Background: an optimization exercise with open tools, aiming at small area, a short achievable clock period and few clock cycles per item. Do not read the settings as production practice. Function was checked by simulation only, so behaviour that the tests miss may differ from the original.

// systolic_array
module systolic_array #(
    parameter DATAWIDTH = 16,
    parameter N_SIZE = 4
) (
    input clk, rst_n,
    input valid_in,
    input [N_SIZE*DATAWIDTH-1:0] matrix_a_in,  
    input [N_SIZE*DATAWIDTH-1:0] matrix_b_in,  
    output reg valid_out,
    output [N_SIZE*DATAWIDTH*2-1:0] matrix_out  
);
    reg [4:0] cnt;
    reg ld;          
    always @(posedge clk or negedge rst_n) begin
        if (!rst_n) begin
            cnt <= 5'd0;
            valid_out <= 1'b0;
            ld <= 1'b1;
        end else begin
            ld <= (cnt == 5'd0) || (cnt == 5'd1) || (cnt == 5'd2) || (cnt == 5'd18);
            if (cnt == 5'd0)
                cnt <= valid_in ? 5'd1 : 5'd0;
            else if (cnt == 5'd18)
                cnt <= 5'd0;
            else
                cnt <= cnt + 5'd1;
            valid_out <= (cnt == 5'd5) || (cnt == 5'd9) || (cnt == 5'd13) || (cnt == 5'd17);
        end
    end
    reg last;
    always @(posedge clk)
        last <= (cnt[1:0] == 2'd0);
    reg [15:0] ra1_0, ra1_1, ra1_2, ra1_3;
    reg [15:0] ra2_0, ra2_1, ra2_2, ra2_3;
    reg [15:0] ra3_0, ra3_1, ra3_2, ra3_3;
    reg [63:0] rb0, rb1, rb2, rb3;
    always @(posedge clk) begin
        ra1_0 <= ld ? matrix_a_in[16 +: 16] : ra1_3;
        ra2_0 <= ld ? matrix_a_in[32 +: 16] : ra2_3;
        ra3_0 <= ld ? matrix_a_in[48 +: 16] : ra3_3;
        rb0 <= ld ? matrix_b_in : rb3;
        ra1_1 <= ra1_0; ra1_2 <= ra1_1; ra1_3 <= ra1_2;
        ra2_1 <= ra2_0; ra2_2 <= ra2_1; ra2_3 <= ra2_2;
        ra3_1 <= ra3_0; ra3_2 <= ra3_1; ra3_3 <= ra3_2;
        rb1 <= rb0; rb2 <= rb1; rb3 <= rb2;
    end
    reg [15:0] asel;
    always @(*) begin
        case (cnt[3:2])
            2'd0: asel = matrix_a_in[15:0];
            2'd1: asel = ra1_3;
            2'd2: asel = ra2_3;
            default: asel = ra3_3;
  ...
==> flow/config.mk <==
export PLATFORM = sky130hd
export DESIGN_NAME = systolic_array
export DESIGN_NICKNAME = systolic_array
export VERILOG_FILES = /design/flow/design.v
export SDC_FILE = /design/flow/constraint.sdc
export NUM_CORES = 8
export LEC_CHECK = 0
export CAP_MARGIN = 20
export CORE_MARGIN = 2
export CORE_UTILIZATION = 40
export SLEW_MARGIN = 20
==> flow/constraint.sdc <==
create_clock -name core_clock -period 10.0 [get_ports {clk}]
set_input_delay 2.0000 -clock core_clock [delete_from_list [all_inputs] [get_ports {clk}]]
set_output_delay 2.0000 -clock core_clock [all_outputs]
set_load 0.01 [all_outputs]
standard.sh (not shown) runs the stock make flow with config.mk's settings and CLKGATE_MAP_FILE= SYNTH_SCRIPT=/design/flow/synth_recipe.tcl, a recipe that flattens the netlist after the stock synthesis.
==> flow/flow/run.sh <==
#!/bin/bash
# Layout flow: the standard ORFS flow (standard.sh) with three changes:
#  - after the standard synthesis, flow/fixpol.py removes most of the inverters that
#    Yosys' full-adder extraction leaves between full adders (each full adder may be used
#    in its inverted form, since FA(~a,~b,~c) = ~FA(a,b,c)); registers are not touched;
#  - the repair steps aim for a larger setup slack margin, so that the paths end well
#    below the 10 ns clock period; the SDC and the period are the standard flow's own;
#  - port buffers are buf_2, and the clock tree uses larger sink clusters.
set -euo pipefail
R=orfs/results/sky130hd/systolic_array/base
ARGS="SETUP_SLACK_MARGIN=6.6 CORE_UTILIZATION=65 CTS_CLUSTER_SIZE=30 CTS_CLUSTER_DIAMETER=60"
bash standard.sh synth > standard_synth.log 2>&1
cp $R/1_2_yosys.v $R/1_2_yosys.standard.v
python3 flow/fixpol.py $R/1_2_yosys.standard.v $R/1_2_yosys.v > fixpol.log 2>&1
bash standard.sh $ARGS BUFFER_PORTS_ARGS='-buffer_cell sky130_fd_sc_hd__buf_2' PRE_RESIZE_TCL=$PWD/flow/pre_resize.tcl finish > standard_flow.log 2>&1
==> flow/flow/pre_resize.tcl <==
set_max_fanout 20 [current_design]
Other scripts of this flow, unchanged in this note and not shown: flow/flow/fixpol.py
The first run ran to the end with no violations.
Testbench counts at the start, summed over its fixed seeds: cycles 14,592, matrices 768.
Change:
--- a/flow/flow/run.sh
+++ b/flow/flow/run.sh
@@ -11 +11 @@
-ARGS="SETUP_SLACK_MARGIN=6.6 CORE_UTILIZATION=65 CTS_CLUSTER_SIZE=30 CTS_CLUSTER_DIAMETER=60"
+ARGS="SETUP_SLACK_MARGIN=6.8 CORE_UTILIZATION=65 CTS_CLUSTER_SIZE=30 CTS_CLUSTER_DIAMETER=60"
@@ -15 +15 @@
-bash standard.sh $ARGS BUFFER_PORTS_ARGS='-buffer_cell sky130_fd_sc_hd__buf_2' PRE_RESIZE_TCL=$PWD/flow/pre_resize.tcl finish > standard_flow.log 2>&1
+bash standard.sh $ARGS BUFFER_PORTS_ARGS='-buffer_cell sky130_fd_sc_hd__buf_2' finish > standard_flow.log 2>&1
removed: flow/flow/pre_resize.tcl
Result: Routed wire length is higher by a few percent; design area is lower slightly; setup slack loses 500 ps; global-route usage is lower by 1.2 points; sequential cell count stays the same; die area does not change; critical path depth is lower by 3; clock skew stays flat; synthesized cell count is unchanged.


v6:
Another version of the RTL of systolic_array (not shown whole).
Size in the first run: roughly 4,100 cells after synthesis, about 0.050 mm^2 of cells after synthesis.
Design systolic_array, start of the top module:
module systolic_array #(
    parameter DATAWIDTH = 16,
    parameter N_SIZE = 4
) (
    input clk, rst_n,
    input valid_in,
    input [N_SIZE*DATAWIDTH-1:0] matrix_a_in,  
    input [N_SIZE*DATAWIDTH-1:0] matrix_b_in,  
    output reg valid_out,
    output [N_SIZE*DATAWIDTH*2-1:0] matrix_out  
);
clock: 10.0 ns
lec_check: 0
cap_margin: 20
core_margin: 2
core_utilization: 40
slew_margin: 20
==> flow/flow/run.sh <==
#!/bin/bash
# Layout flow: the standard ORFS flow (standard.sh) with three changes:
#  - after the standard synthesis, flow/fixpol.py removes most of the inverters that
#    Yosys' full-adder extraction leaves between full adders (each full adder may be used
#    in its inverted form, since FA(~a,~b,~c) = ~FA(a,b,c)); registers are not touched;
#  - the repair steps aim for a larger setup slack margin (larger still after global
#    routing), so that the paths end well below the 10 ns clock period; the SDC and the
#    period are the standard flow's own;
#  - port buffers are buf_2, and the clock tree uses larger sink clusters.
set -euo pipefail
R=orfs/results/sky130hd/systolic_array/base
ARGS="CORE_UTILIZATION=65 CTS_CLUSTER_SIZE=30 CTS_CLUSTER_DIAMETER=60"
bash standard.sh synth > standard_synth.log 2>&1
cp $R/1_2_yosys.v $R/1_2_yosys.standard.v
python3 flow/fixpol.py $R/1_2_yosys.standard.v $R/1_2_yosys.v > fixpol.log 2>&1
bash standard.sh $ARGS SETUP_SLACK_MARGIN=6.7 BUFFER_PORTS_ARGS='-buffer_cell sky130_fd_sc_hd__buf_2' cts > standard_flow_cts.log 2>&1
bash standard.sh $ARGS SETUP_SLACK_MARGIN=6.9 BUFFER_PORTS_ARGS='-buffer_cell sky130_fd_sc_hd__buf_2' finish > standard_flow.log 2>&1
Other scripts of this flow, unchanged in this note and not shown: flow/flow/fixpol.py
Testbench counts of v6, summed over its fixed seeds: cycles 14,592, matrices 768.
#### Input delta (v7 over v6)
--- a/flow/flow/run.sh
+++ b/flow/flow/run.sh
@@ -6,3 +6,2 @@
-#  - the repair steps aim for a larger setup slack margin (larger still after global
-#    routing), so that the paths end well below the 10 ns clock period; the SDC and the
-#    period are the standard flow's own;
+#  - the repair steps aim for a larger setup slack margin, so that the paths end well
+#    below the 10 ns clock period; the SDC and the period are the standard flow's own;
@@ -12 +11 @@
-ARGS="CORE_UTILIZATION=65 CTS_CLUSTER_SIZE=30 CTS_CLUSTER_DIAMETER=60"
+ARGS="SLEW_MARGIN=70 SETUP_SLACK_MARGIN=6.6 CORE_UTILIZATION=65 CTS_CLUSTER_SIZE=30 CTS_CLUSTER_DIAMETER=60"
@@ -16,2 +15 @@
-bash standard.sh $ARGS SETUP_SLACK_MARGIN=6.7 BUFFER_PORTS_ARGS='-buffer_cell sky130_fd_sc_hd__buf_2' cts > standard_flow_cts.log 2>&1
-bash standard.sh $ARGS SETUP_SLACK_MARGIN=6.9 BUFFER_PORTS_ARGS='-buffer_cell sky130_fd_sc_hd__buf_2' finish > standard_flow.log 2>&1
+bash standard.sh $ARGS BUFFER_PORTS_ARGS='-buffer_cell sky130_fd_sc_hd__buf_2' finish > standard_flow.log 2>&1
[summary]
v7: full flow OK, the timing, design-rule and antenna checks passed. After detailed routing, v6 needs more wire than v7. Delta(final cell count, v7 - v6) < 0. v7 vs v6, cell type of the slowest stage on the worst timing path: sky130_fd_sc_hd__fa_1 vs sky130_fd_sc_hd__dfxtp_1. Via count of the first global-routing pass delta for v7 relative to v6: 192 lower. Global-route met3 utilization delta for v7 relative to v6: 0.36 points lower. First element of the critical path = ps0[2]: v7; first element of the critical path = ps0[0]: v6. Going from v6 to v7, clock network area share went down 0.22 points; routed metal-1 wire length now sits lower. Changes observed in v7 relative to v6: total area of multi-input combinational cells went down 5.8%, layout overhead on the synthesized area went down 9.0 points.


Starting RTL as in the previous note.
export LEC_CHECK = 0
export CAP_MARGIN = 20
export CORE_MARGIN = 2
export CORE_UTILIZATION = 40
export SLEW_MARGIN = 20
create_clock -name core_clock -period 10.0 [get_ports {clk}]
==> flow/flow/run.sh <==
#!/bin/bash
# Layout flow: the standard ORFS flow (standard.sh) with three changes:
#  - after the standard synthesis, flow/fixpol.py removes most of the inverters that
#    Yosys' full-adder extraction leaves between full adders (each full adder may be used
#    in its inverted form, since FA(~a,~b,~c) = ~FA(a,b,c)); registers are not touched;
#  - the repair steps aim for a larger setup slack margin, so that the paths end well
#    below the 10 ns clock period; the SDC and the period are the standard flow's own;
#  - port buffers are buf_2, and the clock tree uses larger sink clusters.
set -euo pipefail
R=orfs/results/sky130hd/systolic_array/base
ARGS="TNS_END_PERCENT=10 SETUP_SLACK_MARGIN=6.9 CORE_UTILIZATION=65 CTS_CLUSTER_SIZE=30 CTS_CLUSTER_DIAMETER=60"
bash standard.sh synth > standard_synth.log 2>&1
cp $R/1_2_yosys.v $R/1_2_yosys.standard.v
python3 flow/fixpol.py $R/1_2_yosys.standard.v $R/1_2_yosys.v > fixpol.log 2>&1
bash standard.sh $ARGS BUFFER_PORTS_ARGS='-buffer_cell sky130_fd_sc_hd__buf_2' finish > standard_flow.log 2>&1
Other scripts of this flow, unchanged in this note and not shown: flow/flow/fixpol.py
Testbench counts at the start, summed over its fixed seeds: cycles 14,592, matrices 768.
==> next run, changes <==
--- a/flow/flow/run.sh
+++ b/flow/flow/run.sh
@@ -10,3 +10,3 @@
 R=orfs/results/sky130hd/systolic_array/base
-ARGS="TNS_END_PERCENT=10 SETUP_SLACK_MARGIN=6.9 CORE_UTILIZATION=65 CTS_CLUSTER_SIZE=30 CTS_CLUSTER_DIAMETER=60"
+ARGS="SETUP_SLACK_MARGIN=6.6 CORE_UTILIZATION=65 CTS_CLUSTER_SIZE=35 CTS_CLUSTER_DIAMETER=50"
 bash standard.sh synth > standard_synth.log 2>&1
- The changed run finished clean
- die area does not change
- clock-buffer cell count grows by 29
- synthesized cell count is unchanged
==> next run, changes <==
--- a/flow/flow/run.sh
+++ b/flow/flow/run.sh
@@ -10,3 +10,3 @@
 R=orfs/results/sky130hd/systolic_array/base
-ARGS="SETUP_SLACK_MARGIN=6.6 CORE_UTILIZATION=65 CTS_CLUSTER_SIZE=35 CTS_CLUSTER_DIAMETER=50"
+ARGS="SETUP_SLACK_MARGIN=6.6 CORE_UTILIZATION=75 CTS_CLUSTER_SIZE=30 CTS_CLUSTER_DIAMETER=60"
 bash standard.sh synth > standard_synth.log 2>&1
After rerunning: The new run completed with no timing, DRC or antenna violations. Design area is lower by 2.5%. Sequential share of layout area climbs by 0.87 points. Routed wire length is higher by 3.4%. Via count goes up by 3.6%. Synthesized cell count does not change. Cell count shrinks by 4.4%. Register-to-register slack gets worse by 0.095 ns. Non-clock buffer count fell by 12. Setup slack degrades by 0.095 ns. Utilization grows by 9.5 points.
==> next run, changes <==
--- a/flow/flow/run.sh
+++ b/flow/flow/run.sh
@@ -10,3 +10,3 @@
 R=orfs/results/sky130hd/systolic_array/base
-ARGS="SETUP_SLACK_MARGIN=6.6 CORE_UTILIZATION=75 CTS_CLUSTER_SIZE=30 CTS_CLUSTER_DIAMETER=60"
+ARGS="SETUP_SLACK_MARGIN=6.7 CORE_UTILIZATION=65 CTS_CLUSTER_SIZE=25 CTS_CLUSTER_DIAMETER=80"
 bash standard.sh synth > standard_synth.log 2>&1
Result: Clock-buffer cell count went down by 11. Register-to-register slack improves by 0.12 ns. Cell area went up by 1.8%. Die area went up by 15%. Critical path depth went up by 3. Routed wire length went up by 3.2%.

==> static timing again, ports no longer ideal <==
Ports are ideal in the flow. The routed layouts listed here were re-timed in OpenROAD. Step 1, drivers: a clkbuf_16 drives clk and a buf_2 each remaining input, both assumed. Step 2 moves the port delays by t, midway between the first and last clock arrival at a register: inputs arrive t later, outputs are due t later. That takes back most of the time a late clock gives input paths. Three values: no drivers, after step 1, after step 2; two values: the first two.
run | t, ns | setup slack, ns | slew at the worst register clock pin (ns) | worst data-port slew with drivers (ns) | cell pins on the clock port's net
the first run of note 1 | 0.708 | 6.586 / 6.586 / 6.499 | 0.11 / 0.11 | 0.16 | 1
the second run of note 1 | 0.721 | 6.084 / 6.084 / 6.084 | 0.11 / 0.11 | 0.14 | 1
v6 | 0.743 | 6.515 / 6.515 / 6.515 | 0.11 / 0.11 | 0.06 | 1
v7 | 0.764 | 6.641 / 6.641 / 6.641 | 0.11 / 0.11 | 0.08 | 1
the first run of note 3 | 0.742 | 6.481 / 6.481 / 6.481 | 0.11 / 0.11 | 0.07 | 1
the second run of note 3 | 0.746 | 6.594 / 6.594 / 6.594 | 0.10 / 0.10 | 0.07 | 1
the third run of note 3 | 0.732 | 6.499 / 6.499 / 6.499 | 0.11 / 0.11 | 0.08 | 1
the fourth run of note 3 | 0.722 | 6.621 / 6.621 / 6.621 | 0.10 / 0.10 | 0.07 | 1
After both steps every run listed still meets setup and hold. For the first run of note 1, which loses most, drivers alone change the setup slack by 0.000 ns; drivers and shift together by -0.087 ns.
